What follows belongs to an exercise in optimizing a design on an open flow for small area; a production flow would make more cautious choices.
Function was checked by simulation only, so behaviour that the tests miss may differ from the original.
Power figures rest on the tool's default switching activity, not on a simulated workload.

## flow/config.mk

```make
export PLATFORM = sky130hd
export DESIGN_NAME = ws_systolic_array
export DESIGN_NICKNAME = ws_systolic_array
export VERILOG_FILES = /design/flow/design.v
export SDC_FILE = /design/flow/constraint.sdc
export NUM_CORES = 4
export LEC_CHECK = 0
export CAP_MARGIN = 0
export CORE_MARGIN = 2
export CORE_UTILIZATION = 60
export GPL_TIMING_DRIVEN = 0
export PLACE_DENSITY = 0.7
export SETUP_SLACK_MARGIN = -0.1
export SLEW_MARGIN = 0
export SYNTH_HIERARCHICAL = 1
export SYNTH_MINIMUM_KEEP_SIZE = 0
```

## flow/constraint.sdc

```tcl
create_clock -name core_clock -period 7.5 [get_ports {clk}]
set_input_delay 1.5000 -clock core_clock [delete_from_list [all_inputs] [get_ports {clk}]]
set_output_delay 1.5000 -clock core_clock [all_outputs]
set_load 0.01 [all_outputs]
```

## flow/design.v

```verilog
module fa_cell (
    input   a,
    input   b,
    input   c,
    output  s,
    output  co
);
    assign s  = a ^ b ^ c;
    assign co = (a & b) | (a & c) | (b & c);
endmodule
module pp_cell (
    input   a,
    input   b,
    output  y
);
    assign y = ~(a & b);
endmodule
module xnor_cell (
    input   a,
    input   b,
    output  y
);
    assign y = ~(a ^ b);
endmodule
module processing_element # (
    parameter DATA_WIDTH = 8,
    parameter USE_SH     = 1         
)
(
    input       [4*DATA_WIDTH-1 : 0]    i_fmap  ,    
    input       [4*DATA_WIDTH-1 : 0]    i_weight,    
    input                   [3 : 0]     i_en    ,    
    input                   [3 : 0]     i_sh    ,    
    input                               i_clr   ,    
    output      [2*DATA_WIDTH-1 : 0]    o_sum
);
    wire [255:0] pp;
    wire [3:0]   en = USE_SH ? (i_en & i_sh) : i_en;
    wire [31:0]  fg = i_fmap & {{8{en[3]}}, {8{en[2]}}, {8{en[1]}}, {8{en[0]}}};
    genvar gr, gi, gj;
    generate for (gr = 0; gr < 4; gr = gr + 1) begin : g_r
        for (gi = 0; gi < 8; gi = gi + 1) begin : g_i
            for (gj = 0; gj < 8; gj = gj + 1) begin : g_j
                pp_cell u_pp (.a(fg[gr*8 + gi]), .b(i_weight[gr*8 + gj]), .y(pp[gr*64 + gi*8 + gj]));
            end
        end
    end endgenerate
    wire t0;
    wire t1;
    fa_cell u2 (.a(pp[0]), .b(pp[64]), .c(pp[128]), .s(t0), .co(t1));
    wire t3;
    wire t4;
    fa_cell u5 (.a(pp[1]), .b(pp[8]), .c(pp[65]), .s(t3), .co(t4));
    wire t6;
    wire t7;
    fa_cell u8 (.a(pp[72]), .b(pp[129]), .c(pp[136]), .s(t6), .co(t7));
    wire t9;
    wire t10;
    fa_cell u11 (.a(t1), .b(t3), .c(t6), .s(t9), .co(t10));
    wire t12;
    xnor_cell u13 (.a(pp[193]), .b(pp[200]), .y(t12));
    wire t14;
    assign t14 = ~(~pp[193] & ~pp[200]);
    wire t15;
    wire t16;
    fa_cell u17 (.a(pp[2]), .b(pp[9]), .c(pp[16]), .s(t15), .co(t16));
    wire t18;
    wire t19;
    fa_cell u20 (.a(pp[66]), .b(pp[73]), .c(pp[80]), .s(t18), .co(t19));
    wire t21;
    wire t22;
    fa_cell u23 (.a(pp[130]), .b(pp[137]), .c(pp[144]), .s(t21), .co(t22));
    wire t24;
    wire t25;
    fa_cell u26 (.a(t4), .b(t7), .c(t15), .s(t24), .co(t25));
    wire t27;
    wire t28;
    fa_cell u29 (.a(t18), .b(t21), .c(pp[194]), .s(t27), .co(t28));
    wire t30;
    wire t31;
    fa_cell u32 (.a(pp[201]), .b(pp[208]), .c(t10), .s(t30), .co(t31));
    wire t33;
    wire t34;
    fa_cell u35 (.a(t14), .b(t24), .c(t27), .s(t33), .co(t34));
    wire t36;
    wire t37;
    fa_cell u38 (.a(pp[3]), .b(pp[10]), .c(pp[17]), .s(t36), .co(t37));
    wire t39;
    wire t40;
    fa_cell u41 (.a(pp[24]), .b(pp[67]), .c(pp[74]), .s(t39), .co(t40));
    wire t42;
    wire t43;
    fa_cell u44 (.a(pp[81]), .b(pp[88]), .c(pp[131]), .s(t42), .co(t43));
    wire t45;
    wire t46;
    fa_cell u47 (.a(pp[138]), .b(pp[145]), .c(pp[152]), .s(t45), .co(t46));
    wire t48;
    wire t49;
    fa_cell u50 (.a(t16), .b(t19), .c(t22), .s(t48), .co(t49));
    wire t51;
    wire t52;
    fa_cell u53 (.a(t36), .b(t39), .c(t42), .s(t51), .co(t52));
    wire t54;
    wire t55;
    fa_cell u56 (.a(t45), .b(pp[195]), .c(pp[202]), .s(t54), .co(t55));
    wire t57;
    wire t58;
    fa_cell u59 (.a(pp[209]), .b(pp[216]), .c(t25), .s(t57), .co(t58));
    wire t60;
    wire t61;
    fa_cell u62 (.a(t48), .b(t28), .c(t51), .s(t60), .co(t61));
    wire t63;
    wire t64;
    fa_cell u65 (.a(t54), .b(t31), .c(t57), .s(t63), .co(t64));
    wire t66;
    xnor_cell u67 (.a(t34), .b(t60), .y(t66));
    wire t68;
    assign t68 = ~(~t34 & ~t60);
    wire t69;
    wire t70;
    fa_cell u71 (.a(pp[4]), .b(pp[11]), .c(pp[18]), .s(t69), .co(t70));
    wire t72;
    wire t73;
    fa_cell u74 (.a(pp[25]), .b(pp[32]), .c(pp[68]), .s(t72), .co(t73));
    wire t75;
    wire t76;
    fa_cell u77 (.a(pp[75]), .b(pp[82]), .c(pp[89]), .s(t75), .co(t76));
    wire t78;
    wire t79;
    fa_cell u80 (.a(pp[96]), .b(pp[132]), .c(pp[139]), .s(t78), .co(t79));
    wire t81;
    wire t82;
    fa_cell u83 (.a(pp[146]), .b(pp[153]), .c(pp[160]), .s(t81), .co(t82));
    wire t84;
    wire t85;
    fa_cell u86 (.a(t37), .b(t40), .c(t43), .s(t84), .co(t85));
    wire t87;
    wire t88;
    fa_cell u89 (.a(t46), .b(t69), .c(t72), .s(t87), .co(t88));
    wire t90;
    wire t91;
    fa_cell u92 (.a(t75), .b(t78), .c(t81), .s(t90), .co(t91));
    wire t93;
    wire t94;
    fa_cell u95 (.a(pp[196]), .b(pp[203]), .c(pp[210]), .s(t93), .co(t94));
    wire t96;
    wire t97;
    fa_cell u98 (.a(pp[217]), .b(pp[224]), .c(t49), .s(t96), .co(t97));
    wire t99;
    wire t100;
    fa_cell u101 (.a(t52), .b(t84), .c(t87), .s(t99), .co(t100));
    wire t102;
    wire t103;
    fa_cell u104 (.a(t90), .b(t55), .c(t93), .s(t102), .co(t103));
    wire t105;
    wire t106;
    fa_cell u107 (.a(t96), .b(t58), .c(t61), .s(t105), .co(t106));
    wire t108;
    wire t109;
    fa_cell u110 (.a(t99), .b(t102), .c(t64), .s(t108), .co(t109));
    wire t111;
    xnor_cell u112 (.a(t68), .b(t105), .y(t111));
    wire t113;
    assign t113 = ~(~t68 & ~t105);
    wire t114;
    wire t115;
    fa_cell u116 (.a(pp[5]), .b(pp[12]), .c(pp[19]), .s(t114), .co(t115));
    wire t117;
    wire t118;
    fa_cell u119 (.a(pp[26]), .b(pp[33]), .c(pp[40]), .s(t117), .co(t118));
    wire t120;
    wire t121;
    fa_cell u122 (.a(pp[69]), .b(pp[76]), .c(pp[83]), .s(t120), .co(t121));
    wire t123;
    wire t124;
    fa_cell u125 (.a(pp[90]), .b(pp[97]), .c(pp[104]), .s(t123), .co(t124));
    wire t126;
    wire t127;
    fa_cell u128 (.a(pp[133]), .b(pp[140]), .c(pp[147]), .s(t126), .co(t127));
    wire t129;
    wire t130;
    fa_cell u131 (.a(pp[154]), .b(pp[161]), .c(pp[168]), .s(t129), .co(t130));
    wire t132;
    wire t133;
    fa_cell u134 (.a(t70), .b(t73), .c(t76), .s(t132), .co(t133));
    wire t135;
    wire t136;
    fa_cell u137 (.a(t79), .b(t82), .c(t114), .s(t135), .co(t136));
    wire t138;
    wire t139;
    fa_cell u140 (.a(t117), .b(t120), .c(t123), .s(t138), .co(t139));
    wire t141;
    wire t142;
    fa_cell u143 (.a(t126), .b(t129), .c(pp[197]), .s(t141), .co(t142));
    wire t144;
    wire t145;
    fa_cell u146 (.a(pp[204]), .b(pp[211]), .c(pp[218]), .s(t144), .co(t145));
    wire t147;
    wire t148;
    fa_cell u149 (.a(pp[225]), .b(pp[232]), .c(t85), .s(t147), .co(t148));
    wire t150;
    wire t151;
    fa_cell u152 (.a(t88), .b(t91), .c(t132), .s(t150), .co(t151));
    wire t153;
    wire t154;
    fa_cell u155 (.a(t135), .b(t138), .c(t94), .s(t153), .co(t154));
    wire t156;
    wire t157;
    fa_cell u158 (.a(t141), .b(t144), .c(t97), .s(t156), .co(t157));
    wire t159;
    wire t160;
    fa_cell u161 (.a(t147), .b(t100), .c(t150), .s(t159), .co(t160));
    wire t162;
    wire t163;
    fa_cell u164 (.a(t153), .b(t103), .c(t156), .s(t162), .co(t163));
    wire t165;
    wire t166;
    fa_cell u167 (.a(t106), .b(t159), .c(t162), .s(t165), .co(t166));
    wire t168;
    xnor_cell u169 (.a(t109), .b(t113), .y(t168));
    wire t170;
    assign t170 = ~(~t109 & ~t113);
    wire t171;
    wire t172;
    fa_cell u173 (.a(pp[6]), .b(pp[13]), .c(pp[20]), .s(t171), .co(t172));
    wire t174;
    wire t175;
    fa_cell u176 (.a(pp[27]), .b(pp[34]), .c(pp[41]), .s(t174), .co(t175));
    wire t177;
    wire t178;
    fa_cell u179 (.a(pp[48]), .b(pp[70]), .c(pp[77]), .s(t177), .co(t178));
    wire t180;
    wire t181;
    fa_cell u182 (.a(pp[84]), .b(pp[91]), .c(pp[98]), .s(t180), .co(t181));
    wire t183;
    wire t184;
    fa_cell u185 (.a(pp[105]), .b(pp[112]), .c(pp[134]), .s(t183), .co(t184));
    wire t186;
    wire t187;
    fa_cell u188 (.a(pp[141]), .b(pp[148]), .c(pp[155]), .s(t186), .co(t187));
    wire t189;
    wire t190;
    fa_cell u191 (.a(pp[162]), .b(pp[169]), .c(pp[176]), .s(t189), .co(t190));
    wire t192;
    wire t193;
    fa_cell u194 (.a(t115), .b(t118), .c(t121), .s(t192), .co(t193));
    wire t195;
    wire t196;
    fa_cell u197 (.a(t124), .b(t127), .c(t130), .s(t195), .co(t196));
    wire t198;
    wire t199;
    fa_cell u200 (.a(t171), .b(t174), .c(t177), .s(t198), .co(t199));
    wire t201;
    wire t202;
    fa_cell u203 (.a(t180), .b(t183), .c(t186), .s(t201), .co(t202));
    wire t204;
    wire t205;
    fa_cell u206 (.a(t189), .b(pp[198]), .c(pp[205]), .s(t204), .co(t205));
    wire t207;
    wire t208;
    fa_cell u209 (.a(pp[212]), .b(pp[219]), .c(pp[226]), .s(t207), .co(t208));
    wire t210;
    wire t211;
    fa_cell u212 (.a(pp[233]), .b(pp[240]), .c(t133), .s(t210), .co(t211));
    wire t213;
    wire t214;
    fa_cell u215 (.a(t136), .b(t139), .c(t192), .s(t213), .co(t214));
    wire t216;
    wire t217;
    fa_cell u218 (.a(t195), .b(t142), .c(t198), .s(t216), .co(t217));
    wire t219;
    wire t220;
    fa_cell u221 (.a(t201), .b(t145), .c(t204), .s(t219), .co(t220));
    wire t222;
    wire t223;
    fa_cell u224 (.a(t207), .b(t148), .c(t210), .s(t222), .co(t223));
    wire t225;
    wire t226;
    fa_cell u227 (.a(t151), .b(t213), .c(t154), .s(t225), .co(t226));
    wire t228;
    wire t229;
    fa_cell u230 (.a(t216), .b(t219), .c(t157), .s(t228), .co(t229));
    wire t231;
    wire t232;
    fa_cell u233 (.a(t222), .b(t160), .c(t225), .s(t231), .co(t232));
    wire t234;
    wire t235;
    fa_cell u236 (.a(t163), .b(t228), .c(t231), .s(t234), .co(t235));
    wire t237;
    xnor_cell u238 (.a(t170), .b(t166), .y(t237));
    wire t239;
    assign t239 = ~(~t170 & ~t166);
    wire t240;
    wire t241;
    fa_cell u242 (.a(pp[7]), .b(pp[14]), .c(pp[21]), .s(t240), .co(t241));
    wire t243;
    wire t244;
    fa_cell u245 (.a(pp[28]), .b(pp[35]), .c(pp[42]), .s(t243), .co(t244));
    wire t246;
    wire t247;
    fa_cell u248 (.a(pp[49]), .b(pp[56]), .c(pp[71]), .s(t246), .co(t247));
    wire t249;
    wire t250;
    fa_cell u251 (.a(pp[78]), .b(pp[85]), .c(pp[92]), .s(t249), .co(t250));
    wire t252;
    wire t253;
    fa_cell u254 (.a(pp[99]), .b(pp[106]), .c(pp[113]), .s(t252), .co(t253));
    wire t255;
    wire t256;
    fa_cell u257 (.a(pp[120]), .b(pp[135]), .c(pp[142]), .s(t255), .co(t256));
    wire t258;
    wire t259;
    fa_cell u260 (.a(pp[149]), .b(pp[156]), .c(pp[163]), .s(t258), .co(t259));
    wire t261;
    wire t262;
    fa_cell u263 (.a(pp[170]), .b(pp[177]), .c(pp[184]), .s(t261), .co(t262));
    wire t264;
    wire t265;
    fa_cell u266 (.a(t172), .b(t175), .c(t178), .s(t264), .co(t265));
    wire t267;
    wire t268;
    fa_cell u269 (.a(t181), .b(t184), .c(t187), .s(t267), .co(t268));
    wire t270;
    wire t271;
    fa_cell u272 (.a(t190), .b(t240), .c(t243), .s(t270), .co(t271));
    wire t273;
    wire t274;
    fa_cell u275 (.a(t246), .b(t249), .c(t252), .s(t273), .co(t274));
    wire t276;
    wire t277;
    fa_cell u278 (.a(t255), .b(t258), .c(t261), .s(t276), .co(t277));
    wire t279;
    wire t280;
    fa_cell u281 (.a(pp[199]), .b(pp[206]), .c(pp[213]), .s(t279), .co(t280));
    wire t282;
    wire t283;
    fa_cell u284 (.a(pp[220]), .b(pp[227]), .c(pp[234]), .s(t282), .co(t283));
    wire t285;
    wire t286;
    fa_cell u287 (.a(pp[241]), .b(pp[248]), .c(t193), .s(t285), .co(t286));
    wire t288;
    wire t289;
    fa_cell u290 (.a(t196), .b(t199), .c(t202), .s(t288), .co(t289));
    wire t291;
    wire t292;
    fa_cell u293 (.a(t264), .b(t267), .c(t270), .s(t291), .co(t292));
    wire t294;
    wire t295;
    fa_cell u296 (.a(t273), .b(t276), .c(t205), .s(t294), .co(t295));
    wire t297;
    wire t298;
    fa_cell u299 (.a(t208), .b(t279), .c(t282), .s(t297), .co(t298));
    wire t300;
    wire t301;
    fa_cell u302 (.a(t211), .b(t285), .c(t214), .s(t300), .co(t301));
    wire t303;
    wire t304;
    fa_cell u305 (.a(t288), .b(t217), .c(t291), .s(t303), .co(t304));
    wire t306;
    wire t307;
    fa_cell u308 (.a(t220), .b(t294), .c(t297), .s(t306), .co(t307));
    wire t309;
    wire t310;
    fa_cell u311 (.a(t223), .b(t300), .c(t226), .s(t309), .co(t310));
    wire t312;
    wire t313;
    fa_cell u314 (.a(t303), .b(t229), .c(t306), .s(t312), .co(t313));
    wire t315;
    wire t316;
    fa_cell u317 (.a(t309), .b(t232), .c(t312), .s(t315), .co(t316));
    wire t318;
    xnor_cell u319 (.a(t235), .b(t239), .y(t318));
    wire t320;
    assign t320 = ~(~t235 & ~t239);
    wire t321;
    wire t322;
    fa_cell u323 (.a(pp[15]), .b(pp[22]), .c(pp[29]), .s(t321), .co(t322));
    wire t324;
    wire t325;
    fa_cell u326 (.a(pp[36]), .b(pp[43]), .c(pp[50]), .s(t324), .co(t325));
    wire t327;
    wire t328;
    fa_cell u329 (.a(pp[57]), .b(pp[79]), .c(pp[86]), .s(t327), .co(t328));
    wire t330;
    wire t331;
    fa_cell u332 (.a(pp[93]), .b(pp[100]), .c(pp[107]), .s(t330), .co(t331));
    wire t333;
    wire t334;
    fa_cell u335 (.a(pp[114]), .b(pp[121]), .c(pp[143]), .s(t333), .co(t334));
    wire t336;
    wire t337;
    fa_cell u338 (.a(pp[150]), .b(pp[157]), .c(pp[164]), .s(t336), .co(t337));
    wire t339;
    wire t340;
    fa_cell u341 (.a(pp[171]), .b(pp[178]), .c(pp[185]), .s(t339), .co(t340));
    wire t342;
    wire t343;
    fa_cell u344 (.a(t241), .b(t244), .c(t247), .s(t342), .co(t343));
    wire t345;
    wire t346;
    fa_cell u347 (.a(t250), .b(t253), .c(t256), .s(t345), .co(t346));
    wire t348;
    wire t349;
    fa_cell u350 (.a(t259), .b(t262), .c(t321), .s(t348), .co(t349));
    wire t351;
    wire t352;
    fa_cell u353 (.a(t324), .b(t327), .c(t330), .s(t351), .co(t352));
    wire t354;
    wire t355;
    fa_cell u356 (.a(t333), .b(t336), .c(t339), .s(t354), .co(t355));
    wire t357;
    wire t358;
    fa_cell u359 (.a(pp[207]), .b(pp[214]), .c(pp[221]), .s(t357), .co(t358));
    wire t360;
    wire t361;
    fa_cell u362 (.a(pp[228]), .b(pp[235]), .c(pp[242]), .s(t360), .co(t361));
    wire t363;
    wire t364;
    fa_cell u365 (.a(pp[249]), .b(t265), .c(t268), .s(t363), .co(t364));
    wire t366;
    wire t367;
    fa_cell u368 (.a(t271), .b(t274), .c(t277), .s(t366), .co(t367));
    wire t369;
    wire t370;
    fa_cell u371 (.a(t342), .b(t345), .c(t348), .s(t369), .co(t370));
    wire t372;
    wire t373;
    fa_cell u374 (.a(t351), .b(t354), .c(t280), .s(t372), .co(t373));
    wire t375;
    wire t376;
    fa_cell u377 (.a(t283), .b(t357), .c(t360), .s(t375), .co(t376));
    wire t378;
    wire t379;
    fa_cell u380 (.a(t286), .b(t363), .c(t289), .s(t378), .co(t379));
    wire t381;
    wire t382;
    fa_cell u383 (.a(t292), .b(t366), .c(t295), .s(t381), .co(t382));
    wire t384;
    wire t385;
    fa_cell u386 (.a(t369), .b(t372), .c(t298), .s(t384), .co(t385));
    wire t387;
    wire t388;
    fa_cell u389 (.a(t375), .b(t301), .c(t378), .s(t387), .co(t388));
    wire t390;
    wire t391;
    fa_cell u392 (.a(t304), .b(t381), .c(t307), .s(t390), .co(t391));
    wire t393;
    wire t394;
    fa_cell u395 (.a(t384), .b(t310), .c(t387), .s(t393), .co(t394));
    wire t396;
    wire t397;
    fa_cell u398 (.a(t313), .b(t390), .c(t393), .s(t396), .co(t397));
    wire t399;
    wire t400;
    fa_cell u401 (.a(t316), .b(t320), .c(t396), .s(t399), .co(t400));
    wire t402;
    wire t403;
    fa_cell u404 (.a(pp[23]), .b(pp[30]), .c(pp[37]), .s(t402), .co(t403));
    wire t405;
    wire t406;
    fa_cell u407 (.a(pp[44]), .b(pp[51]), .c(pp[58]), .s(t405), .co(t406));
    wire t408;
    wire t409;
    fa_cell u410 (.a(pp[87]), .b(pp[94]), .c(pp[101]), .s(t408), .co(t409));
    wire t411;
    wire t412;
    fa_cell u413 (.a(pp[108]), .b(pp[115]), .c(pp[122]), .s(t411), .co(t412));
    wire t414;
    wire t415;
    fa_cell u416 (.a(pp[151]), .b(pp[158]), .c(pp[165]), .s(t414), .co(t415));
    wire t417;
    wire t418;
    fa_cell u419 (.a(pp[172]), .b(pp[179]), .c(pp[186]), .s(t417), .co(t418));
    wire t420;
    wire t421;
    fa_cell u422 (.a(t322), .b(t325), .c(t328), .s(t420), .co(t421));
    wire t423;
    wire t424;
    fa_cell u425 (.a(t331), .b(t334), .c(t337), .s(t423), .co(t424));
    wire t426;
    wire t427;
    fa_cell u428 (.a(t340), .b(t402), .c(t405), .s(t426), .co(t427));
    wire t429;
    wire t430;
    fa_cell u431 (.a(t408), .b(t411), .c(t414), .s(t429), .co(t430));
    wire t432;
    wire t433;
    fa_cell u434 (.a(t417), .b(pp[215]), .c(pp[222]), .s(t432), .co(t433));
    wire t435;
    wire t436;
    fa_cell u437 (.a(pp[229]), .b(pp[236]), .c(pp[243]), .s(t435), .co(t436));
    wire t438;
    wire t439;
    fa_cell u440 (.a(pp[250]), .b(t343), .c(t346), .s(t438), .co(t439));
    wire t441;
    wire t442;
    fa_cell u443 (.a(t349), .b(t352), .c(t355), .s(t441), .co(t442));
    wire t444;
    wire t445;
    fa_cell u446 (.a(t420), .b(t423), .c(t426), .s(t444), .co(t445));
    wire t447;
    wire t448;
    fa_cell u449 (.a(t429), .b(t358), .c(t361), .s(t447), .co(t448));
    wire t450;
    wire t451;
    fa_cell u452 (.a(t432), .b(t435), .c(t364), .s(t450), .co(t451));
    wire t453;
    wire t454;
    fa_cell u455 (.a(t438), .b(t367), .c(t370), .s(t453), .co(t454));
    wire t456;
    wire t457;
    fa_cell u458 (.a(t441), .b(t373), .c(t444), .s(t456), .co(t457));
    wire t459;
    wire t460;
    fa_cell u461 (.a(t447), .b(t376), .c(t450), .s(t459), .co(t460));
    wire t462;
    wire t463;
    fa_cell u464 (.a(t379), .b(t453), .c(t382), .s(t462), .co(t463));
    wire t465;
    wire t466;
    fa_cell u467 (.a(t456), .b(t385), .c(t459), .s(t465), .co(t466));
    wire t468;
    wire t469;
    fa_cell u470 (.a(t388), .b(t462), .c(t391), .s(t468), .co(t469));
    wire t471;
    wire t472;
    fa_cell u473 (.a(t465), .b(t394), .c(t468), .s(t471), .co(t472));
    wire t474;
    wire t475;
    fa_cell u476 (.a(t397), .b(t471), .c(t400), .s(t474), .co(t475));
    wire t477;
    wire t478;
    fa_cell u479 (.a(pp[31]), .b(pp[38]), .c(pp[45]), .s(t477), .co(t478));
    wire t480;
    wire t481;
    fa_cell u482 (.a(pp[52]), .b(pp[59]), .c(pp[95]), .s(t480), .co(t481));
    wire t483;
    wire t484;
    fa_cell u485 (.a(pp[102]), .b(pp[109]), .c(pp[116]), .s(t483), .co(t484));
    wire t486;
    wire t487;
    fa_cell u488 (.a(pp[123]), .b(pp[159]), .c(pp[166]), .s(t486), .co(t487));
    wire t489;
    wire t490;
    fa_cell u491 (.a(pp[173]), .b(pp[180]), .c(pp[187]), .s(t489), .co(t490));
    wire t492;
    wire t493;
    fa_cell u494 (.a(t403), .b(t406), .c(t409), .s(t492), .co(t493));
    wire t495;
    wire t496;
    fa_cell u497 (.a(t412), .b(t415), .c(t418), .s(t495), .co(t496));
    wire t498;
    wire t499;
    fa_cell u500 (.a(t477), .b(t480), .c(t483), .s(t498), .co(t499));
    wire t501;
    wire t502;
    fa_cell u503 (.a(t486), .b(t489), .c(pp[223]), .s(t501), .co(t502));
    wire t504;
    wire t505;
    fa_cell u506 (.a(pp[230]), .b(pp[237]), .c(pp[244]), .s(t504), .co(t505));
    wire t507;
    wire t508;
    fa_cell u509 (.a(pp[251]), .b(t421), .c(t424), .s(t507), .co(t508));
    wire t510;
    wire t511;
    fa_cell u512 (.a(t427), .b(t430), .c(t492), .s(t510), .co(t511));
    wire t513;
    wire t514;
    fa_cell u515 (.a(t495), .b(t498), .c(t433), .s(t513), .co(t514));
    wire t516;
    wire t517;
    fa_cell u518 (.a(t436), .b(t501), .c(t504), .s(t516), .co(t517));
    wire t519;
    wire t520;
    fa_cell u521 (.a(t439), .b(t507), .c(t442), .s(t519), .co(t520));
    wire t522;
    wire t523;
    fa_cell u524 (.a(t445), .b(t510), .c(t448), .s(t522), .co(t523));
    wire t525;
    wire t526;
    fa_cell u527 (.a(t513), .b(t516), .c(t451), .s(t525), .co(t526));
    wire t528;
    wire t529;
    fa_cell u530 (.a(t454), .b(t519), .c(t457), .s(t528), .co(t529));
    wire t531;
    wire t532;
    fa_cell u533 (.a(t522), .b(t460), .c(t525), .s(t531), .co(t532));
    wire t534;
    wire t535;
    fa_cell u536 (.a(t463), .b(t528), .c(t466), .s(t534), .co(t535));
    wire t537;
    wire t538;
    fa_cell u539 (.a(t531), .b(t469), .c(t534), .s(t537), .co(t538));
    wire t540;
    wire t541;
    fa_cell u542 (.a(t472), .b(t537), .c(t475), .s(t540), .co(t541));
    wire t543;
    wire t544;
    fa_cell u545 (.a(pp[39]), .b(pp[46]), .c(pp[53]), .s(t543), .co(t544));
    wire t546;
    wire t547;
    fa_cell u548 (.a(pp[60]), .b(pp[103]), .c(pp[110]), .s(t546), .co(t547));
    wire t549;
    wire t550;
    fa_cell u551 (.a(pp[117]), .b(pp[124]), .c(pp[167]), .s(t549), .co(t550));
    wire t552;
    wire t553;
    fa_cell u554 (.a(pp[174]), .b(pp[181]), .c(pp[188]), .s(t552), .co(t553));
    wire t555;
    wire t556;
    fa_cell u557 (.a(t478), .b(t481), .c(t484), .s(t555), .co(t556));
    wire t558;
    wire t559;
    fa_cell u560 (.a(t487), .b(t490), .c(t543), .s(t558), .co(t559));
    wire t561;
    wire t562;
    fa_cell u563 (.a(t546), .b(t549), .c(t552), .s(t561), .co(t562));
    wire t564;
    wire t565;
    fa_cell u566 (.a(pp[231]), .b(pp[238]), .c(pp[245]), .s(t564), .co(t565));
    wire t567;
    wire t568;
    fa_cell u569 (.a(pp[252]), .b(t493), .c(t496), .s(t567), .co(t568));
    wire t570;
    wire t571;
    fa_cell u572 (.a(t499), .b(t555), .c(t558), .s(t570), .co(t571));
    wire t573;
    wire t574;
    fa_cell u575 (.a(t502), .b(t561), .c(t505), .s(t573), .co(t574));
    wire t576;
    wire t577;
    fa_cell u578 (.a(t564), .b(t508), .c(t567), .s(t576), .co(t577));
    wire t579;
    wire t580;
    fa_cell u581 (.a(t511), .b(t514), .c(t570), .s(t579), .co(t580));
    wire t582;
    wire t583;
    fa_cell u584 (.a(t517), .b(t573), .c(t520), .s(t582), .co(t583));
    wire t585;
    wire t586;
    fa_cell u587 (.a(t576), .b(t523), .c(t579), .s(t585), .co(t586));
    wire t588;
    wire t589;
    fa_cell u590 (.a(t526), .b(t582), .c(t529), .s(t588), .co(t589));
    wire t591;
    wire t592;
    fa_cell u593 (.a(t585), .b(t532), .c(t588), .s(t591), .co(t592));
    wire t594;
    wire t595;
    fa_cell u596 (.a(t535), .b(t591), .c(t538), .s(t594), .co(t595));
    wire t597;
    wire t598;
    fa_cell u599 (.a(pp[47]), .b(pp[54]), .c(pp[61]), .s(t597), .co(t598));
    wire t600;
    wire t601;
    fa_cell u602 (.a(pp[111]), .b(pp[118]), .c(pp[125]), .s(t600), .co(t601));
    wire t603;
    wire t604;
    fa_cell u605 (.a(pp[175]), .b(pp[182]), .c(pp[189]), .s(t603), .co(t604));
    wire t606;
    wire t607;
    fa_cell u608 (.a(t544), .b(t547), .c(t550), .s(t606), .co(t607));
    wire t609;
    wire t610;
    fa_cell u611 (.a(t553), .b(t597), .c(t600), .s(t609), .co(t610));
    wire t612;
    wire t613;
    fa_cell u614 (.a(t603), .b(pp[239]), .c(pp[246]), .s(t612), .co(t613));
    wire t615;
    wire t616;
    fa_cell u617 (.a(pp[253]), .b(t556), .c(t559), .s(t615), .co(t616));
    wire t618;
    wire t619;
    fa_cell u620 (.a(t562), .b(t606), .c(t609), .s(t618), .co(t619));
    wire t621;
    wire t622;
    fa_cell u623 (.a(t565), .b(t612), .c(t568), .s(t621), .co(t622));
    wire t624;
    wire t625;
    fa_cell u626 (.a(t571), .b(t615), .c(t574), .s(t624), .co(t625));
    wire t627;
    wire t628;
    fa_cell u629 (.a(t618), .b(t621), .c(t577), .s(t627), .co(t628));
    wire t630;
    wire t631;
    fa_cell u632 (.a(t580), .b(t624), .c(t583), .s(t630), .co(t631));
    wire t633;
    wire t634;
    fa_cell u635 (.a(t627), .b(t586), .c(t630), .s(t633), .co(t634));
    wire t636;
    wire t637;
    fa_cell u638 (.a(t589), .b(t633), .c(t592), .s(t636), .co(t637));
    wire t639;
    wire t640;
    fa_cell u641 (.a(pp[55]), .b(pp[62]), .c(pp[119]), .s(t639), .co(t640));
    wire t642;
    wire t643;
    fa_cell u644 (.a(pp[126]), .b(pp[183]), .c(pp[190]), .s(t642), .co(t643));
    wire t645;
    wire t646;
    fa_cell u647 (.a(t598), .b(t601), .c(t604), .s(t645), .co(t646));
    wire t648;
    wire t649;
    fa_cell u650 (.a(t639), .b(t642), .c(pp[247]), .s(t648), .co(t649));
    wire t651;
    wire t652;
    fa_cell u653 (.a(pp[254]), .b(t607), .c(t610), .s(t651), .co(t652));
    wire t654;
    wire t655;
    fa_cell u656 (.a(t645), .b(t613), .c(t648), .s(t654), .co(t655));
    wire t657;
    wire t658;
    fa_cell u659 (.a(t616), .b(t651), .c(t619), .s(t657), .co(t658));
    wire t660;
    wire t661;
    fa_cell u662 (.a(t654), .b(t622), .c(t625), .s(t660), .co(t661));
    wire t663;
    wire t664;
    fa_cell u665 (.a(t657), .b(t628), .c(t660), .s(t663), .co(t664));
    wire t666;
    wire t667;
    fa_cell u668 (.a(t631), .b(t663), .c(t634), .s(t666), .co(t667));
    wire t669;
    wire t670;
    fa_cell u671 (.a(pp[63]), .b(pp[127]), .c(pp[191]), .s(t669), .co(t670));
    wire t672;
    wire t673;
    fa_cell u674 (.a(t640), .b(t643), .c(t669), .s(t672), .co(t673));
    wire t675;
    wire t676;
    fa_cell u677 (.a(pp[255]), .b(t646), .c(t672), .s(t675), .co(t676));
    wire t678;
    wire t679;
    fa_cell u680 (.a(t649), .b(t652), .c(t675), .s(t678), .co(t679));
    wire t681;
    wire t682;
    fa_cell u683 (.a(t655), .b(t658), .c(t678), .s(t681), .co(t682));
    wire t684;
    wire t685;
    fa_cell u686 (.a(t661), .b(t681), .c(t664), .s(t684), .co(t685));
    wire t687;
    xnor_cell u688 (.a(t0), .b(pp[192]), .y(t687));
    wire t689;
    assign t689 = ~(~t0 & ~pp[192]);
    wire t690;
    wire t691;
    fa_cell u692 (.a(t12), .b(t689), .c(t9), .s(t690), .co(t691));
    wire t693;
    wire t694;
    fa_cell u695 (.a(t30), .b(t691), .c(t33), .s(t693), .co(t694));
    wire t696;
    wire t697;
    fa_cell u698 (.a(t63), .b(t66), .c(t694), .s(t696), .co(t697));
    wire t699;
    wire t700;
    fa_cell u701 (.a(t111), .b(t108), .c(t697), .s(t699), .co(t700));
    wire t702;
    wire t703;
    fa_cell u704 (.a(t168), .b(t165), .c(t700), .s(t702), .co(t703));
    wire t705;
    wire t706;
    fa_cell u707 (.a(t237), .b(t234), .c(t703), .s(t705), .co(t706));
    wire t708;
    wire t709;
    fa_cell u710 (.a(t315), .b(t318), .c(t706), .s(t708), .co(t709));
    wire t711;
    xnor_cell u712 (.a(t399), .b(t709), .y(t711));
    wire t713;
    assign t713 = ~(~t399 & ~t709);
    wire t714;
    xnor_cell u715 (.a(t474), .b(t713), .y(t714));
    wire t716;
    assign t716 = ~(~t474 & ~t713);
    wire t717;
    xnor_cell u718 (.a(t540), .b(t716), .y(t717));
    wire t719;
    assign t719 = ~(~t540 & ~t716);
    wire t720;
    wire t721;
    fa_cell u722 (.a(t594), .b(t541), .c(t719), .s(t720), .co(t721));
    wire t723;
    xnor_cell u724 (.a(t636), .b(t595), .y(t723));
    wire t725;
    assign t725 = ~(~t636 & ~t595);
    wire t726;
    wire t727;
    fa_cell u728 (.a(t666), .b(t637), .c(t725), .s(t726), .co(t727));
    wire t729;
    wire t730;
    fa_cell u731 (.a(t684), .b(t667), .c(t727), .s(t729), .co(t730));
    wire t732;
    assign t732 = t670 ^ t673;
    wire t733;
    assign t733 = t732 ^ t676;
    wire t734;
    assign t734 = t733 ^ t679;
    wire t735;
    assign t735 = t734 ^ t682;
    wire t736;
    assign t736 = t735 ^ t685;
    wire t737;
    assign t737 = t736 ^ t730;
    wire t738;
    xnor_cell u739 (.a(t636), .b(t595), .y(t738));
    wire t740;
    assign t740 = ~(~t636 | ~t595);
    wire t741;
    wire t742;
    fa_cell u743 (.a(t666), .b(t637), .c(t740), .s(t741), .co(t742));
    wire t744;
    wire t745;
    fa_cell u746 (.a(t684), .b(t667), .c(t742), .s(t744), .co(t745));
    wire t747;
    assign t747 = t670 ^ t673;
    wire t748;
    assign t748 = t747 ^ t676;
    wire t749;
    assign t749 = t748 ^ t679;
    wire t750;
    assign t750 = t749 ^ t682;
    wire t751;
    assign t751 = t750 ^ t685;
    wire t752;
    assign t752 = t751 ^ t745;
    wire t753;
    assign t753 = ~t721 ? t738 : ~t723;
    wire t754;
    assign t754 = ~t721 ? ~t741 : ~t726;
    wire t755;
    assign t755 = ~t721 ? ~t744 : ~t729;
    wire t756;
    assign t756 = ~t721 ? ~t752 : ~t737;
    assign o_sum[0] = ~i_clr & ~t687;
    assign o_sum[1] = ~i_clr & ~t690;
    assign o_sum[2] = ~i_clr & ~t693;
    assign o_sum[3] = ~i_clr & ~t696;
    assign o_sum[4] = ~i_clr & ~t699;
    assign o_sum[5] = ~i_clr & ~t702;
    assign o_sum[6] = ~i_clr & ~t705;
    assign o_sum[7] = ~i_clr & ~t708;
    assign o_sum[8] = ~i_clr & ~t711;
    assign o_sum[9] = ~i_clr & ~t714;
    assign o_sum[10] = ~i_clr & ~t717;
    assign o_sum[11] = ~i_clr & ~t720;
    assign o_sum[12] = ~i_clr & t753;
    assign o_sum[13] = ~i_clr & t754;
    assign o_sum[14] = ~i_clr & t755;
    assign o_sum[15] = ~i_clr & t756;
endmodule
module ws_systolic_array # (
    parameter DATA_WIDTH = 8
)
(
    input                           clk         ,
    input                           rstn        ,
    input                           i_start     ,
    input       [DATA_WIDTH-1 : 0]  i_w_col_1   ,    
    input       [DATA_WIDTH-1 : 0]  i_w_col_2   ,    
    input       [DATA_WIDTH-1 : 0]  i_w_col_3   ,    
    input       [DATA_WIDTH-1 : 0]  i_w_col_4   ,    
    input       [DATA_WIDTH-1 : 0]  i_f_row_1   ,    
    input       [DATA_WIDTH-1 : 0]  i_f_row_2   ,    
    input       [DATA_WIDTH-1 : 0]  i_f_row_3   ,    
    input       [DATA_WIDTH-1 : 0]  i_f_row_4   ,    
    output    [2*DATA_WIDTH-1 : 0]  o_p_col_1   ,    
    output    [2*DATA_WIDTH-1 : 0]  o_p_col_2   ,    
    output    [2*DATA_WIDTH-1 : 0]  o_p_col_3   ,    
    output    [2*DATA_WIDTH-1 : 0]  o_p_col_4        
);
    localparam DW = DATA_WIDTH;
    reg                 r_load;
    reg     [1 : 0]     r_cnt;
    always @ (posedge clk) begin
        if (!rstn) begin
            r_load <= 1'b0;
            r_cnt  <= 2'd0;
        end else if (r_load) begin
            r_cnt  <= r_cnt + 1'b1;
            if (r_cnt == 2'd3) r_load <= 1'b0;
        end else if (i_start) begin
            r_load <= 1'b1;
        end
    end
    wire z = r_load | ~rstn;     
    reg     [2 : 0]     r_clr;
    reg     [5 : 0]     r_shf;
    reg                 r_wok;
    wire    [2 : 0]     clr_nx = {r_clr[1:0], 1'b1} & {3{~z}};
    wire    [5 : 0]     shf_nx = !rstn ? 6'd0 : (r_load ? r_shf : {r_shf[4:0], 1'b1});
    wire                wok_nx = rstn & (r_wok | r_load);
    always @ (posedge clk) begin
        r_clr <= clr_nx;
        r_shf <= shf_nx;
        r_wok <= wok_nx;
    end
    reg     [DW-1 : 0]  r_w [1:4][1:4];      
    wire    [DW-1 : 0]  w_in [1:4];
    assign w_in[1] = i_w_col_1;
    assign w_in[2] = i_w_col_2;
    assign w_in[3] = i_w_col_3;
    assign w_in[4] = i_w_col_4;
    integer r, c;
    always @ (posedge clk) begin
        if (r_load) begin
            for (c = 1; c <= 4; c = c + 1) begin
                r_w[1][c] <= w_in[c];
                for (r = 2; r <= 4; r = r + 1)
                    r_w[r][c] <= r_w[r-1][c];
            end
        end
    end
    reg     [DW-1 : 0]  r_f1 [1:6];
    reg     [DW-1 : 0]  r_f2 [1:5];
    reg     [DW-1 : 0]  r_f3 [1:4];
    reg     [DW-1 : 0]  r_f4 [1:3];
    always @ (posedge clk) begin
        if (!r_load) begin
            r_f1[1] <= i_f_row_1;  r_f1[2] <= r_f1[1];  r_f1[3] <= r_f1[2];
            r_f2[1] <= i_f_row_2;  r_f2[2] <= r_f2[1];  r_f2[3] <= r_f2[2];
            r_f3[1] <= i_f_row_3;  r_f3[2] <= r_f3[1];  r_f3[3] <= r_f3[2];
            r_f4[1] <= i_f_row_4;  r_f4[2] <= r_f4[1];  r_f4[3] <= r_f4[2];
        end
        r_f1[4] <= r_f1[3];  r_f1[5] <= r_f1[4];  r_f1[6] <= r_f1[5];
        r_f2[4] <= r_f2[3];  r_f2[5] <= r_f2[4];
        r_f3[4] <= r_f3[3];
    end
    wire    [3 : 0]     live_nx;                 
    assign live_nx[3] = wok_nx;                  
    assign live_nx[2] = wok_nx & clr_nx[0];      
    assign live_nx[1] = wok_nx & clr_nx[1];      
    assign live_nx[0] = wok_nx & clr_nx[2];      
    wire    [DW-1 : 0]  tap [1:4][1:4];          
    wire  [2*DW-1 : 0]  sum [1:4];
    assign tap[4][1] = i_f_row_4;
    assign tap[4][2] = r_f4[1];
    assign tap[4][3] = r_f4[2];
    assign tap[4][4] = r_f4[3];
    assign tap[3][1] = r_f3[1];
    assign tap[3][2] = r_f3[2];
    assign tap[3][3] = r_f3[3];
    assign tap[3][4] = r_f3[4];
    assign tap[2][1] = r_f2[2];
    assign tap[2][2] = r_f2[3];
    assign tap[2][3] = r_f2[4];
    assign tap[2][4] = r_f2[5];
    assign tap[1][1] = r_f1[3];
    assign tap[1][2] = r_f1[4];
    assign tap[1][3] = r_f1[5];
    assign tap[1][4] = r_f1[6];
    reg     [3 : 0]     r_live;                  
    always @ (posedge clk)
        r_live <= live_nx;
    wire    [3 : 0]     sh [1:4];                
    assign sh[1] = 4'b1111;                  
    assign sh[2] = {r_shf[0], r_shf[1], r_shf[2], r_shf[3]};
    assign sh[3] = {r_shf[1], r_shf[2], r_shf[3], r_shf[4]};
    assign sh[4] = {r_shf[2], r_shf[3], r_shf[4], r_shf[5]};
    genvar gc;
    generate for (gc = 1; gc <= 4; gc = gc + 1) begin : g_col
        processing_element # (.DATA_WIDTH(DW), .USE_SH(gc > 1)) u_mac (
            .i_fmap   ({tap[4][gc], tap[3][gc], tap[2][gc], tap[1][gc]}),
            .i_weight ({r_w[4][gc], r_w[3][gc], r_w[2][gc], r_w[1][gc]}),
            .i_en     (r_live),
            .i_sh     (sh[gc]),
            .i_clr    (z),
            .o_sum    (sum[gc])
        );
    end endgenerate
    reg   [2*DW-1 : 0]  r_p [1:4];
    always @ (posedge clk) begin
        for (c = 1; c <= 4; c = c + 1)
            r_p[c] <= sum[c];
    end
    assign o_p_col_1 = r_p[1];
    assign o_p_col_2 = r_p[2];
    assign o_p_col_3 = r_p[3];
    assign o_p_col_4 = r_p[4];
endmodule
```

## flow/flow/run.sh

```bash
#!/bin/bash
# The standard layout (standard.sh, unchanged synthesis), with two changes:
# the port buffers use the smallest buffer cell, and the clock tree is built
# without dummy loads.  make's output goes to standard.log.
set -euo pipefail
cd "$(dirname "$0")/.."
bash standard.sh \
  "BUFFER_PORTS_ARGS=-buffer_cell sky130_fd_sc_hd__buf_1" \
  "CTS_ARGS=-sink_clustering_enable -repair_clock_nets -dont_use_dummy_load -buf_list sky130_fd_sc_hd__clkbuf_4 -sink_clustering_size 9 -sink_clustering_max_diameter 45" \
  finish > standard.log 2>&1
```

## flow/standard.sh

```bash
#!/bin/bash
# synth_recipe.tcl (not shown) runs the flow's synth.tcl, then flattens the netlist and writes it again
# the make line also repeats each setting of config.mk as NAME=value (left out here)
make -C /OpenROAD-flow-scripts/flow DESIGN_CONFIG=/design/flow/config.mk WORK_HOME=/design/flow/orfs CLKGATE_MAP_FILE= SYNTH_SCRIPT=/design/flow/synth_recipe.tcl "${@:-finish}"
```

==> run notes, run 1 <==
Slew Limit Fails: 0
worst slew pin tran: 0.797 ns
first-pass GRT wire length: 140 mm
root buffer cell: clkbuf_4
DRC Markers: 0
H-Tree Depth: 2
Wirelength per Cell: 24.2 µm
dpl hpwl: 71.3 mm
die height: 243 µm
CP Cell Sequence: and3_1 -> nand2_1 -> fa_1 -> fa_1 -> fa_1 -> fa_1 -> fa_1 -> fa_1 -> or3_1 -> fa_1 -> fa_1 -> fa_1 -> or2_2 -> fa_1 -> mux2i_1 -> xnor2_1 -> xnor2_1 -> nor2_1
setup violators final: 0
Worst Path Arrival: 8.07 ns
CTS Buffer Depth: 3
kind of critical path: flop to flop
Via density: 6.06
final instance area: 0.0364 mm²
synthesized instance count: 2680
Crit path buffers/inverters: 0
Pleak: 6.80 nW
Core Area: 0.0565 mm²
Port Buf Inserts: 130
CTS sink count: 351
Seq pwr share: 0.615
CP max stage delay: 0.57 ns
Critical Path Source Type: flop
Int Pwr: 2.81 mW
Final #Nets: 3884
critical path required time: 8.18 ns
f_max: 135 MHz
Worst slew margin: 0.468
combinational power share: 0.124
io pins: 131
Ys Warns: 19
vias in the first global route: 25200
switching pwr: 1.16 mW
overall routing resource usage: 0.312
DRT Wirelength: 87.8 mm
Max FO, Critical Path: 32
slowest cell on the critical path: fa_1
cell area after synthesis: 0.0343 mm²
share of cells above drive strength 1: 0.0564
Worst setup EP type: flop
cts hold-fix bufs: 0
pin count of the biggest net entering global routing: 72
num rows: 87
period utilisation layout: 0.984
Final GP Congestion: 0.964
CTS buffer count: 61
Post-Route Skew: 0.0919 ns
Avg Cell Area, Syn: 12.8 µm²
DRT iter0 DRCs: 1694
Max Cap Viol: 0
Initial Utilization: 0.608
Worst path most repeated cell: fa_1
min Tclk post-route: 7.38 ns
syn_nets: 3688
die area: 0.0592 mm²
clk latency of the worst-skew pair: 0.88 ns
delay-heaviest family, CP: adder cells
total power: 3.97 mW
initial antenna violation count: 2
via count: 22000
Hold WC Path Type: flop to flop
dpl cell area: 0.0359 mm²
# Post-CTS Setup Buffers: 0
post-route ant nets: 0
CTS tree: yes
Peak VDD IR: 0.142 mV
Reg2Reg Setup Slack: 0.12 ns
run status: no timing/DRC/antenna violations
clock power share: 0.261
Worst-path clk slew: 0.10 ns
RSZ-0062 raised after global routing: yes
die width: 243 µm
PD cells: 109 mW/mm²
total grt overflow: 0
Net Sw Frac: 0.293
Final Hold Vio Count: 0
DR pass1 iterations: 5
Syn-to-layout area delta: 6.08%
-- layer usage --
layer	vias to the layer above	global-route usage	wire (µm)	part of all wire
met5	-	0	0	0
met4	0	0.144	4680	0.053
met2	1221	0.512	43500	0.50
met3	273	0.0566	7090	0.081
met1	11700	0.412	32500	0.37
li1	8833	-	-	-
-- metrics by stage --
step / hold slack [ns] / TNS [ns] / worst slack [ns] / util / cells
6_report: 0.339 / 0 / 0.118 / 0.645 / 3633
5_1_grt: 0.338 / -0.419 / -0.116 / 0.645 / 3633
4_1_cts: 0.335 / -0.189 / -0.0695 / 0.643 / 3630
3_5_place_dp: 0.335 / -1.68 / -0.418 / 0.635 / 3569
3_3_place_gp: 0.337 / -16.17 / -0.363 / 0.633 / 3566
2_1_floorplan: 0.324 / 0 / 0.511 / - / 2680
-- final cells by class --
cell class,instances,area (µm²)
Clock buffer,61,458
Inverter,2,10.0
Timing Repair Buffer,133,571
Antenna cell,3,7.51
Sequential cell,351,9300
Fill cell,4430,20100
Buffer,10,45.0
Tap cell,756,946
Multi-Input combinational cell,2317,25100
-- state kept, by name, summed over array words and instances (netlist names) --
name	cells
r_w	128
r_p	64
r_f1	48
r_f2	40
r_f3	32
r_f4	24
r_shf	6
r_live	4
r_clr	2
r_cnt	2
r_load	1
-- cell usage in the layout, fill, tap and decap left out, types with 2 or more instances in the layout --
| cell | count |
|---|---|
| diode_2 | 3 |
| clkbuf_1 | 9 |
| and3_2 | 43 |
| dfxtp_2 | 3 |
| and3_4 | 5 |
| edfxtp_1 | 224 |
| xnor2_1 | 68 |
| nor2b_1 | 15 |
| or2_2 | 24 |
| or2_4 | 4 |
| nand2_1 | 1024 |
| o21a_1 | 2 |
| a211oi_1 | 12 |
| xor2_1 | 5 |
| or3_2 | 4 |
| and2_2 | 3 |
| clkbuf_4 | 61 |
| dfxtp_4 | 6 |
| mux2i_1 | 10 |
| or3_4 | 4 |
| dfxtp_1 | 118 |
| and3_1 | 50 |
| fa_1 | 940 |
| buf_16 | 3 |
| buf_1 | 130 |
| nor2_1 | 56 |
| and2_1 | 36 |
| or3_1 | 8 |
-- power groups by stage --
stage          sequential [mW]  clock (mW)  combinational [mW]
2_1_floorplan             2.41           0               0.334
3_3_place_gp              2.51           0               0.455
3_5_place_dp              2.48           0               0.500
4_1_cts                   2.43        1.08               0.501
5_1_grt                   2.46        1.16               0.556
6_report                  2.44        1.04               0.492
-- path summary, 6_finish.rpt --
| path | from | to | depth (start not counted) |
|---|---|---|---|
| min | r_f1[3][7] | r_f1[4][7] | 0 |
| max reg2reg | r_live[2] | r_p[4][15] | 18 |
| max | r_live[2] | r_p[4][15] | 18 |
| min reg2reg | r_f1[3][7] | r_f1[4][7] | 0 |
-- timing repair --
action	in CTS	in global routing
hold endpoints to repair	0	0
resized for setup	22	43
setup endpoints to repair	9	4
==> inputs of run 2 (changes only) <==
--- a/flow/flow/run.sh
+++ b/flow/flow/run.sh
@@ -6,5 +6,5 @@
 cd "$(dirname "$0")/.."
 bash standard.sh \
   "BUFFER_PORTS_ARGS=-buffer_cell sky130_fd_sc_hd__buf_1" \
-  "CTS_ARGS=-sink_clustering_enable -repair_clock_nets -dont_use_dummy_load -buf_list sky130_fd_sc_hd__clkbuf_4 -sink_clustering_size 9 -sink_clustering_max_diameter 45" \
+  "CTS_ARGS=-sink_clustering_enable -repair_clock_nets -dont_use_dummy_load -buf_list sky130_fd_sc_hd__clkbuf_4 -sink_clustering_size 11 -sink_clustering_max_diameter 45" \
   finish > standard.log 2>&1
--- a/flow/config.mk
+++ b/flow/config.mk
@@ -7,9 +7,8 @@
 export LEC_CHECK = 0
 export CAP_MARGIN = 0
 export CORE_MARGIN = 2
-export CORE_UTILIZATION = 60
+export CORE_UTILIZATION = 55
 export GPL_TIMING_DRIVEN = 0
-export PLACE_DENSITY = 0.7
 export SETUP_SLACK_MARGIN = -0.1
 export SLEW_MARGIN = 0
 export SYNTH_HIERARCHICAL = 1
==> run 2 against run 1 <==
Effect of this change: combinational power hardly changed; critical path depth stayed put; non-clock buffer count stayed put; global-route usage is 1.6 points lower; largest cell class unchanged; sequential share of layout area hardly changed.
==> run notes, run 2 <==
DRT iter0 DRCs: 1695
via count: 21600
R2R Path End: r_p[3][15]
initial antenna violation count: 5
DP Cell Count: 3650
Slew Limit Fails: 0
max reg flops: 128
H-Tree Depth: 2
share of cells above drive strength 1: 0.0568
Hold Path Sink: r_f2[4][2]
Avg Cell Area, Syn: 12.8 µm²
most frequent cells in the layout: 1024 x nand2_1, 940 x fa_1, 224 x edfxtp_1, 130 x buf_1, 118 x dfxtp_1
pin count of the biggest net entering global routing: 78
filler instances: 5146
Worst R2R Path Depth: 18
f_max: 135 MHz
CTS buffer count: 56
die area: 0.0644 mm²
Worst Path Arrival: 8.13 ns
fin util: 0.591
CP max stage delay: 0.54 ns
Initial Utilization: 0.556
overall routing resource usage: 0.296
Worst-path clk slew: 0.11 ns
Ys Warns: 19
Hold WC Path Type: flop to flop
Crit path buffers/inverters: 0
Wirelength per Cell: 24.0 µm
CTS Buffer Depth: 3
met3 WL: 6.67 mm
CTS tree: yes
Reg2Reg Setup Slack: 0.12 ns
top sig layer: met5
Worst setup EP type: flop
DR pass1 iterations: 8
CTS sink count: 351
Via density: 5.81
Max Cap Viol: 0
post-route ant nets: 0
Seq. cell area: 0.00930 mm²
Syn-to-layout area delta: 6.27%
Max FO, Critical Path: 18
metal2 WL: 43.3 mm
io pins: 131
die width: 254 µm
period utilisation layout: 0.984
Peak VDD IR: 0.121 mV
dpl hpwl: 72.3 mm
Final Hold Vio Count: 0
DRC Markers: 0
most common cell after layout, fill and taps aside: nand2_1
Largest Register: r_w
biggest regs: r_w: 128 flops, r_p: 64 flops, r_f1: 48 flops
run status: no timing/DRC/antenna violations
clk latency of the worst-skew pair: 0.92 ns
DRT Wirelength: 89.0 mm
first-pass GRT wire length: 141 mm
FF-to-FF Start: r_shf[4]
total grt overflow: 0
synthesized instance count: 2680
met1 WL: 35.0 mm
worst slew pin tran: 0.782 ns
Pleak: 6.78 nW
dpl cell area: 0.0360 mm²
critical path required time: 8.25 ns
Worst slew margin: 0.478
Final #Nets: 3879
min Tclk post-route: 7.38 ns
die height: 254 µm
final instance area: 0.0365 mm²
# Post-CTS Setup Buffers: 0
vias in the first global route: 24900
Post-Route Skew: 0.129 ns
Core Area: 0.0617 mm²
setup TNS: 0 ns
Port Buf Inserts: 130
non-filler cells, final: 3710
area of the multi-input gates: 0.0251 mm²
Final GP Congestion: 0.924
syn_nets: 3688
setup violators final: 0
kind of critical path: flop to flop
Hold Crit Start: r_f2[3][2]
hold path cells: 0
slowest cell on the critical path: fa_1
num rows: 91
PD cells: 108 mW/mm²
total power: 3.95 mW
Critical Path Source Type: flop
CP Cell Sequence: and3_1 -> nand2_1 -> fa_1 -> fa_1 -> fa_1 -> fa_1 -> fa_1 -> fa_1 -> fa_1 -> fa_1 -> fa_1 -> fa_1 -> or2_2 -> fa_1 -> mux2i_1 -> xnor2_1 -> xnor2_1 -> nor2_1
root buffer cell: clkbuf_4
Worst path most repeated cell: fa_1
delay-heaviest family, CP: adder cells
cell area after synthesis: 0.0343 mm²
-- run 2: cell count changes in the layout (fill, tap and decap cells not counted) --
cell      delta
and2_1       -8
clkbuf_4     -5
and2_2       +8
and3_1       +2
and3_4       -2
diode_2      +1
-- run 2: where the power goes --
| group | switching, mW | internal [mW] | leakage [nW] |
|---|---|---|---|
| registers | 0.203 | 2.24 | 3.23 |
| logic | 0.285 | 0.205 | 3.29 |
| clock network | 0.682 | 0.337 | 0.258 |
-- run 2: worst max path at each step --
stage	from	end	slack, ns	depth (start not counted)
CTS	r_live[2]	r_p[3][15]	-0.09	18
floorplan	i_f_row_4[0]	r_p[1][15]	0.51	17
detailed placement	r_live[0]	r_p[3][15]	-0.51	18
global route	r_live[2]	r_p[1][15]	-0.10	18
global placement	r_live[0]	r_p[3][15]	-0.43	18
finish	r_shf[4]	r_p[3][15]	0.12	18
-- run 2: routing by layer --
metal	track usage	vias to the layer above
met1	0.403	11500
met3	0.0515	209
li1	-	8827
met4	0.124	2
met2	0.478	999
met5	0	-
-- run 2: layout make-up --
cell class,count,area share
tap,837,0.0287
multi-input combinational,2317,0.688
sequential,351,0.255
clock buffer,56,0.0115
buffer,10,0.00123
timing repair buffer,133,0.0156
inverter,2,0.000274
antenna,4,0.000274
-- run 2: worst reg2reg max path: stages, from the launching register on --
cell and delay (ns):
dfxtp_2 0.51, and3_1 0.47, nand2_1 0.13, fa_1 0.50, fa_1 0.47, fa_1 0.46, fa_1 0.50, fa_1 0.48
fa_1 0.55, fa_1 0.42, fa_1 0.39, fa_1 0.42, fa_1 0.47, or2_2 0.32, fa_1 0.51, mux2i_1 0.27
xnor2_1 0.17, xnor2_1 0.13, nor2_1 0.05
-- run 2: repair_timing --
item                                    in CTS  in global routing
gates resized for setup                     11                 58
pin swaps                                    0                  0
gates cloned                                 0                  0
hold buffers                                 0                  0
hold endpoints to repair                     0                  0
endpoints found under the setup margin       7                  5
-- run 2: metrics by stage --
step	hold WS, ns	setup slack, ns
floorplan	0.324	0.511
global placement	0.337	-0.434
detailed placement	0.335	-0.512
CTS	0.326	-0.0860
global route	0.315	-0.102
finish	0.301	0.119
==> inputs of run 3 (changes only) <==
--- a/flow/flow/run.sh
+++ b/flow/flow/run.sh
@@ -6,5 +6,5 @@
 cd "$(dirname "$0")/.."
 bash standard.sh \
   "BUFFER_PORTS_ARGS=-buffer_cell sky130_fd_sc_hd__buf_1" \
-  "CTS_ARGS=-sink_clustering_enable -repair_clock_nets -dont_use_dummy_load -buf_list sky130_fd_sc_hd__clkbuf_4 -sink_clustering_size 11 -sink_clustering_max_diameter 45" \
+  "CTS_ARGS=-sink_clustering_enable -repair_clock_nets -dont_use_dummy_load -buf_list {sky130_fd_sc_hd__clkbuf_2 sky130_fd_sc_hd__clkbuf_4} -sink_clustering_size 6 -sink_clustering_max_diameter 30" \
   finish > standard.log 2>&1
--- a/flow/config.mk
+++ b/flow/config.mk
@@ -9,7 +9,6 @@
 export CORE_MARGIN = 2
 export CORE_UTILIZATION = 55
 export GPL_TIMING_DRIVEN = 0
-export SETUP_SLACK_MARGIN = -0.1
 export SLEW_MARGIN = 0
 export SYNTH_HIERARCHICAL = 1
 export SYNTH_MINIMUM_KEEP_SIZE = 0
==> run 3 against run 2 <==
Effect of this change: power rose by 7.1%; utilization rose by 0.45 points; first-iteration DRC count rose by 0.71%; clock skew fell by 0.031 ns; hold slack improved by 0.0069 ns; sequential share of layout area fell by 0.19 points; clock power rose by 26%; count of clock-buffer cells in the layout rose by 37; critical endpoint unchanged; largest cell class unchanged.
==> run notes, run 3 <==
run status: no timing/DRC/antenna violations
kind of critical path: flop to flop
CTS buffer count: 93
cts hold-fix bufs: 0
cell area after synthesis: 0.0343 mm²
io pins: 131
Critical Path Source Type: flop
Port Buf Inserts: 130
non-filler cells, final: 3744
num rows: 91
most frequent cells in the layout: 1024 x nand2_1, 940 x fa_1, 224 x edfxtp_1, 130 x buf_1, 118 x dfxtp_1
period utilisation layout: 0.973
Initial Utilization: 0.556
Max FO, Critical Path: 32
DR pass1 iterations: 6
Peak VDD IR: 0.116 mV
Worst Path Arrival: 8.00 ns
Final Hold Vio Count: 0
Pleak: 6.94 nW
critical path required time: 8.20 ns
Final #Nets: 3916
total grt overflow: 0
die area: 0.0644 mm²
Crit path buffers/inverters: 0
min Tclk post-route: 7.30 ns
combinational power share: 0.116
pin count of the biggest net entering global routing: 78
dpl cell area: 0.0360 mm²
first-pass GRT wire length: 142 mm
setup TNS: 0 ns
final instance area: 0.0368 mm²
via count: 21800
syn_nets: 3688
initial antenna violation count: 3
biggest regs: r_w: 128 flops, r_p: 64 flops, r_f1: 48 flops
Post-Route Skew: 0.0976 ns
share of cells above drive strength 1: 0.0699
DP Cell Count: 3650
die height: 254 µm
Wirelength per Cell: 23.9 µm
CTS tree: yes
dpl hpwl: 72.3 mm
clock power share: 0.306
die width: 254 µm
RSZ-0062 raised after global routing: yes
H-Tree Depth: 3
post-route ant nets: 0
Slew Limit Fails: 0
Worst setup EP type: flop
f_max: 137 MHz
Seq pwr share: 0.578
most common cell after layout, fill and taps aside: nand2_1
CTS sink count: 351
Worst path most repeated cell: fa_1
worst slew pin tran: 0.778 ns
switching pwr: 1.23 mW
Worst-path clk slew: 0.07 ns
DRT iter0 DRCs: 1707
delay-heaviest family, CP: adder cells
slowest cell on the critical path: dfxtp_4
synthesized instance count: 2680
root buffer cell: clkbuf_4
PD cells: 115 mW/mm²
Syn-to-layout area delta: 7.08%
DP Worst Slack: -0.512 ns
setup slack after layout: 0.203 ns
DRT Wirelength: 89.4 mm
Int Pwr: 3.00 mW
filler instances: 5139
setup violators final: 0
Avg Cell Area, Syn: 12.8 µm²
clk latency of the worst-skew pair: 0.87 ns
Hold WC Path Type: flop to flop
Ys Warns: 19
Via density: 5.81
CP Cell Sequence: and3_2 -> nand2_1 -> fa_1 -> fa_1 -> fa_1 -> fa_1 -> fa_1 -> fa_1 -> fa_1 -> fa_1 -> fa_1 -> fa_1 -> or2_2 -> fa_1 -> mux2i_1 -> xnor2_1 -> xnor2_1 -> nor2_1
overall routing resource usage: 0.297
vias in the first global route: 25200
Reg2Reg Setup Slack: 0.20 ns
Core Area: 0.0617 mm²
CP max stage delay: 0.55 ns
Worst slew margin: 0.481
CTS Buffer Depth: 3
Largest Register: r_w
Final GP Congestion: 0.924
DRC Markers: 0
Net Sw Frac: 0.290
max reg flops: 128
total power: 4.23 mW
# Post-CTS Setup Buffers: 0
Max Cap Viol: 0
==> run 3: cell count changes in the layout (fill, tap and decap cells not counted) <==
cell      before  now
clkbuf_4      56   93
and2_2        11    3
and3_4         3    4
and3_1        52   41
diode_2        4    1
and2_1        28   36
and3_2        43   53
==> run 3: final timing paths <==
path,from,endpoint,cells past startpoint
hold reg to reg,r_f2[4][4],r_f2[5][4],0
setup reg to reg,r_live[1],r_p[3][15],18
hold / removal,r_f2[4][4],r_f2[5][4],0
setup / recovery,r_live[1],r_p[3][15],18
==> run 3: cell type report <==
type                            instances  area, µm²  share of cell area
Antenna cell                            1       2.50           0.0000681
Timing Repair Buffer                  133        571              0.0155
Inverter                                2       10.0            0.000272
Clock buffer                           93        698              0.0190
Sequential cell                       351       9300               0.253
Tap cell                              837       1050              0.0285
Multi-Input combinational cell       2317      25100               0.683
Buffer                                 10       45.0             0.00122
==> run 3: routing by layer <==
metal | vias to the layer above | wire length, µm | GRT usage
li1 | 8902 | - | -
met1 | 11700 | 35300 | 0.400
met2 | 981 | 43700 | 0.481
met3 | 209 | 6530 | 0.0520
met4 | 2 | 3870 | 0.133
met5 | - | 13 | 0
==> run 3: through the flow <==
step | utilization | hold WS (ns)
after detailed placement | 0.583 | 0.335
after global routing | 0.596 | 0.329
after global placement | 0.581 | 0.337
after CTS | 0.595 | 0.299
final | 0.596 | 0.307
after floorplan | - | 0.324
==> run 3: timing repair <==
item,in CTS,in global routing
endpoints found under the setup margin,10,4
gates cloned,0,0
gates resized for setup,27,46
==> run 3: power groups by stage <==
stage / combinational [mW] / clock [mW] / sequential (mW)
final: 0.490 / 1.29 / 2.45
after detailed placement: 0.501 / 0 / 2.48
after global placement: 0.458 / 0 / 2.51
after global routing: 0.560 / 1.43 / 2.46
after floorplan: 0.334 / 0 / 2.41
after CTS: 0.503 / 1.35 / 2.44

[afterwards: timing with drivers on the ports]
No port has a modelled driver above. Below, the same layouts with a new extraction and two added sets of constraints.
Step 1 assumes that a clkbuf_16 drives the clock port and a buf_2 every other input.
Step 2, shift: input delay + t, output delay - t, t = (earliest + latest rising clock arrival at the registers) / 2. This alone moves slack from input paths to output paths.
a / b / c = ideal / step 1 / step 2; a / b = the first two.
run	t, ns	slack for setup (ns)	latest minus earliest clock arrival (ns)	slew at the worst register clock pin (ns)
run 1	0.892	0.118 / 0.118 / -0.241	0.103 / 0.103	0.11 / 0.11
run 2	0.910	0.119 / 0.119 / -0.201	0.135 / 0.135	0.12 / 0.12
run 3	0.883	0.203 / 0.203 / -0.102	0.102 / 0.102	0.07 / 0.07
Met with ideal ports but missed after step 2: setup timing in every run listed. For run 1, which loses most, drivers alone change the setup slack by 0.000 ns; drivers and shift together by -0.359 ns.
